From an optimization exercise on the open Yosys and OpenROAD flow, aimed at small area and a short achievable clock period; shortcuts taken in it are not production practice. RTL that was checked went through simulation tests only; none was proved equivalent to the original. The flow treats the clock pin as an ideal source, which a real chip does not have. No activity file was given, so power comes from the tool's default toggle rates.

== job 102 ==
==> flow/design.v (excerpt) <==
module alu_stage (
    input   logic           clk,
    input   logic [4:0]     op,
    input   logic [31:0]    a,
    input   logic [31:0]    b,
    output  logic [31:0]    y
);
Size: roughly 100 flip-flops, roughly 100 I/O pins.
Settings: LEC_CHECK=0, ABC_AREA=1, CAP_MARGIN=20, CORE_MARGIN=2, CORE_UTILIZATION=40, SETUP_SLACK_MARGIN=3.1, SLEW_MARGIN=20, SYNTH_HIERARCHICAL=1, TNS_END_PERCENT=100; clock period 5.0 ns.
standard.sh (not shown) runs the stock make flow with config.mk's settings and CLKGATE_MAP_FILE= SYNTH_SCRIPT=/design/flow/synth_recipe.tcl, a recipe that flattens the netlist after the stock synthesis.
==> flow/flow/run.sh <==
#!/bin/bash
# Standard layout, with plain buffers (instead of the delay cells that
# buffer_ports picks by default) on the input and output ports.
set -euo pipefail
bash standard.sh BUFFER_PORTS_ARGS="-buffer_cell sky130_fd_sc_hd__buf_2" finish > standard_make.log 2>&1
Here is what was changed in the inputs of job 103 compared with job 102.
Settings: SETUP_SLACK_MARGIN: 3.1 -> 2.8.
--- outcome ---
- Job 103 finished every stage and its layout cleared the timing, DRC and antenna checks.
- Job 102: full flow OK, the timing, DRC and antenna checks passed
- NOTE final instance count without filler cells job 102->job 103 decreased by a few percent
- Looking at job 103 and job 102, the sum of negative setup slack is a wash.
- Job 103 vs. job 102: final critical delay including setup and external delays went up by 0.12 ns.


alu_stage, a different RTL version from the one above (not shown whole).
Size in the first run: roughly 1200 cells after synthesis, about 100 I/O pins, ~7600 µm² of cells after synthesis.
clock: 5.0 ns
lec_check: 0
abc_area: 1
cap_margin: 0
core_margin: 2
core_utilization: 40
setup_slack_margin: 3.0
slew_margin: 0
tns_end_percent: 100
Scripts as last shown in full above: flow/flow/run.sh
Rerun with:
- CAP_MARGIN: 0 -> 20
- CTS_CLUSTER_DIAMETER: not set -> 100
- CTS_CLUSTER_SIZE: not set -> 30
- SLEW_MARGIN: 0 -> 20
What happened: Design area barely changes; clock skew barely changes; non-clock buffer count does not change; register-to-register slack hardly moves; fmax stays flat.
Rerun with:
- CTS_CLUSTER_DIAMETER: 100 -> not set
- CTS_CLUSTER_SIZE: 30 -> not set
- SYNTH_HIERARCHICAL: not set -> 1
Global-route usage drops by 1.8 points; combinational power rose by a few percent; final cell count rose by about a fifth; clock power grows by a few percent; critical path depth went up by 4; wire length rose slightly; die area went up by roughly a tenth; cell area came out higher by a little under a tenth; area after synthesis rose by roughly a tenth.
Rerun with:
- SETUP_SLACK_MARGIN: 3.0 -> 3.15
- SYNTH_HIERARCHICAL: 1 -> not set
=> Synthesized cell count fell by about a fifth; total power goes up slightly; cell count decreases by about a fifth; final area rose by a few percent; hold slack is better by 0.077 ns; first-iteration DRC count is lower by about a fifth; global-route usage grows by 4.4 points; sequential power is about the same; setup slack barely changes.


Starting RTL as in the previous note.
export LEC_CHECK = 0
export ABC_AREA = 1
export CAP_MARGIN = 20
export CORE_MARGIN = 2
export CORE_UTILIZATION = 40
export SETUP_SLACK_MARGIN = 2.9
export SLEW_MARGIN = 20
export TNS_END_PERCENT = 100
create_clock -name core_clock -period 5.0 [get_ports {clk}]
Scripts as last shown in full above: flow/flow/run.sh
The first run completed without violations.
Rerun with:
GPL_ROUTABILITY_DRIVEN = 0   (was unset)
SETUP_SLACK_MARGIN = 3.0   (was 2.9)
=> The changed run finished clean. Total power is lower by a few percent. Clock-buffer cell count shrinks by 1. Via count came out higher slightly. Cell count increases slightly. Clock power fell by about a fifth. Synthesized area does not change. Worst hold slack is better by 0.0074 ns.
Rerun with:
GPL_ROUTABILITY_DRIVEN = unset   (was 0)
SETUP_SLACK_MARGIN = 3.05   (was 3.0)
- utilization is higher by 2.2 points
- wire length is higher by 5.3%
- cell area is higher by 4.4%
- register-to-register slack is better by 0.04 ns
- sequential cell count does not change
- power is higher by about 2.3%
Rerun with:
SETUP_SLACK_MARGIN = 3.0   (was 3.05)
Outcome:
- worst hold slack is worse by 0.0033 ns
- routed wire length shrinks by 2.0%
- sequential cell count stays the same
- synthesized cell count does not change
- worst setup slack gets better by 0.0090 ns
- clock power rises by 3.4%
- fmax goes up by 0.45%
Rerun with:
PLACE_DENSITY = 0.9   (was unset)
What happened: Clock power drops by a few percent; total power came out lower slightly; synthesized cell count does not change; setup slack is worse by 0.17 ns.
Rerun with:
PLACE_DENSITY = 0.75   (was 0.9)
Final area came out lower by 1.0%; via count came out lower by 3.7%; critical path depth came out lower by 2.


alu_stage, a different RTL version from the one above (not shown whole).
Size in the first run: ~1,100 cells after synthesis, about 100 flip-flops, ~100 I/O pins, roughly 9000 µm² of cells after synthesis.
clock: 5.0 ns
lec_check: 0
cap_margin: 20
core_margin: 2
core_utilization: 40
setup_slack_margin: 3.0
slew_margin: 20
tns_end_percent: 100
run.sh (not shown) runs the stock make flow with config.mk's settings and CLKGATE_MAP_FILE= SYNTH_SCRIPT=/design/flow/synth_recipe.tcl, a recipe that flattens the netlist after the stock synthesis.
Stock flow here: none of the scripts above is used.
Rerun with:
Settings changed: SETUP_SLACK_MARGIN 3.0 to 2.5.
Core utilization is lower by 9.0 points; setup slack degrades by 50 ps; design area is lower by about 15%; hold slack degrades by 29 ps; clock-buffer cell count is lower by 2; final cell count is lower by 6.3%; non-clock buffer count is lower by 95; total power is lower by 10%; clock power is lower by about 1%.
No functional check of the RTL was part of any run of this note.


alu_stage, a different RTL version from the one above (not shown whole).
For scale: ~8800 sq um of cells after synthesis.
Settings: LEC_CHECK=0, ABC_AREA=1, CAP_MARGIN=20, CORE_MARGIN=2, CORE_UTILIZATION=40, CTS_BUF_LIST=sky130_fd_sc_hd__clkbuf_8, SETUP_SLACK_MARGIN=3.0, SLEW_MARGIN=20, SYNTH_HIERARCHICAL=1, TNS_END_PERCENT=100; clock period 5.0 ns.
standard.sh (not shown) runs the stock make flow with config.mk's settings and CLKGATE_MAP_FILE= SYNTH_SCRIPT=/design/flow/synth_recipe.tcl, a recipe that flattens the netlist after the stock synthesis.
Scripts as last shown in full above: flow/flow/run.sh
Then changed:
==> flow/flow/run.sh (replaced) <==
#!/bin/bash
# Standard layout, with plain buffers (instead of the delay cells that
# buffer_ports picks by default) on the input and output ports.
set -euo pipefail
bash standard.sh BUFFER_PORTS_ARGS="-buffer_cell sky130_fd_sc_hd__buf_1" finish > standard_make.log 2>&1
- CTS_BUF_LIST: sky130_fd_sc_hd__clkbuf_8 -> unset
The new run went through all stages and came out clean.
Clock power increases by 21%.
Worst setup slack gains 0.0081 ns.
Combinational power hardly moves.
Then changed:
==> flow/flow/run.sh (replaced) <==
#!/bin/bash
# Standard layout, with plain buffers (instead of the delay cells that
# buffer_ports picks by default) on the input and output ports, and an area
# recovery pass after clock tree synthesis: non-critical cells are downsized,
# then timing is repaired again to the same setup margin.
set -euo pipefail
bash standard.sh BUFFER_PORTS_ARGS="-buffer_cell sky130_fd_sc_hd__buf_2" \
  POST_CTS_TCL="$PWD/flow/post_cts.tcl" finish > standard_make.log 2>&1
==> flow/flow/post_cts.tcl (new file) <==
# Area recovery after clock tree synthesis: downsize cells off the critical
# paths, then repair setup timing to the flow's setup margin again.
repair_timing -recover_power 100
repair_timing -setup -setup_margin $::env(SETUP_SLACK_MARGIN) -repair_tns 100
detailed_placement
check_placement -verbose
Effect:
- The new run went through all stages and came out clean
- non-clock buffer count grows by 15
- die area does not change
- sequential share of layout area shrinks by 0.46 points
- global-route usage grows by 1.2 points
- power grows by a few percent
- synthesized area does not change
- core utilization grows by 1.2 points
- flip-flop and latch count does not change
- first-iteration DRC count grows by roughly a tenth
- worst setup slack gets worse by 0.015 ns

re-timing with driven ports:
In the flow no input, the clock included, has a driving cell. The finished layouts below were timed again as built, in two steps. Step 1: set_driving_cell puts a clkbuf_16 on clk and a buf_2 on each other input, an assumption about the parent block. Step 2 also shifts input and output timing later by t, the mid clock arrival at the registers, as if the neighbouring blocks saw the same clock. a / b / c = no drivers / after step 1 / after step 2; a / b = the first two.
run | t, ns | slack for setup (ns) | worst setup path after step 2 | worst slew at a driven data input, ns | cell pins on the clock port's net
job 102 | 0.412 | 3.014 / 3.023 / 2.611 | input to register | 0.06 | 1
job 103 | 0.407 | 2.889 / 2.919 / 2.512 | input to register | 0.03 | 1
the first run of note 2 | 0.404 | 3.026 / 3.039 / 2.634 | input to register | 0.06 | 1
the second run of note 2 | 0.403 | 3.025 / 3.036 / 2.633 | input to register | 0.06 | 1
the third run of note 2 | 0.408 | 2.967 / 2.993 / 2.584 | input to register | 0.03 | 1
the fourth run of note 2 | 0.399 | 2.970 / 2.964 / 2.565 | input to register | 0.06 | 1
the first run of note 3 | 0.397 | 2.924 / 2.941 / 2.545 | input to register | 0.05 | 1
the second run of note 3 | 0.401 | 2.902 / 2.927 / 2.526 | input to register | 0.03 | 1
the third run of note 3 | 0.395 | 3.016 / 3.037 / 2.643 | input to register | 0.06 | 1
the fourth run of note 3 | 0.403 | 3.025 / 3.036 / 2.633 | input to register | 0.06 | 1
the fifth run of note 3 | 0.417 | 2.854 / 2.876 / 2.459 | input to register | 0.04 | 1
the sixth run of note 3 | 0.412 | 2.953 / 2.980 / 2.568 | input to register | 0.05 | 1
the first run of note 4 | 0.403 | 2.530 / 2.542 / 2.142 | input to register | 0.11 | 1
the second run of note 4 | 0.404 | 2.479 / 2.479 / 2.102 | input to register | 0.04 | 1
the first run of note 5 | 0.438 | 3.008 / 3.024 / 2.591 | input to register | 0.04 | 1
the second run of note 5 | 0.398 | 3.017 / 3.037 / 2.639 | input to register | 0.04 | 1
the third run of note 5 | 0.405 | 3.001 / 2.997 / 2.592 | input to register | 0.06 | 1
After both steps every run listed still meets setup and hold. The setup slack of the first run of note 5, which loses most, moves by +0.016 ns with the drivers and by -0.417 ns with both steps.
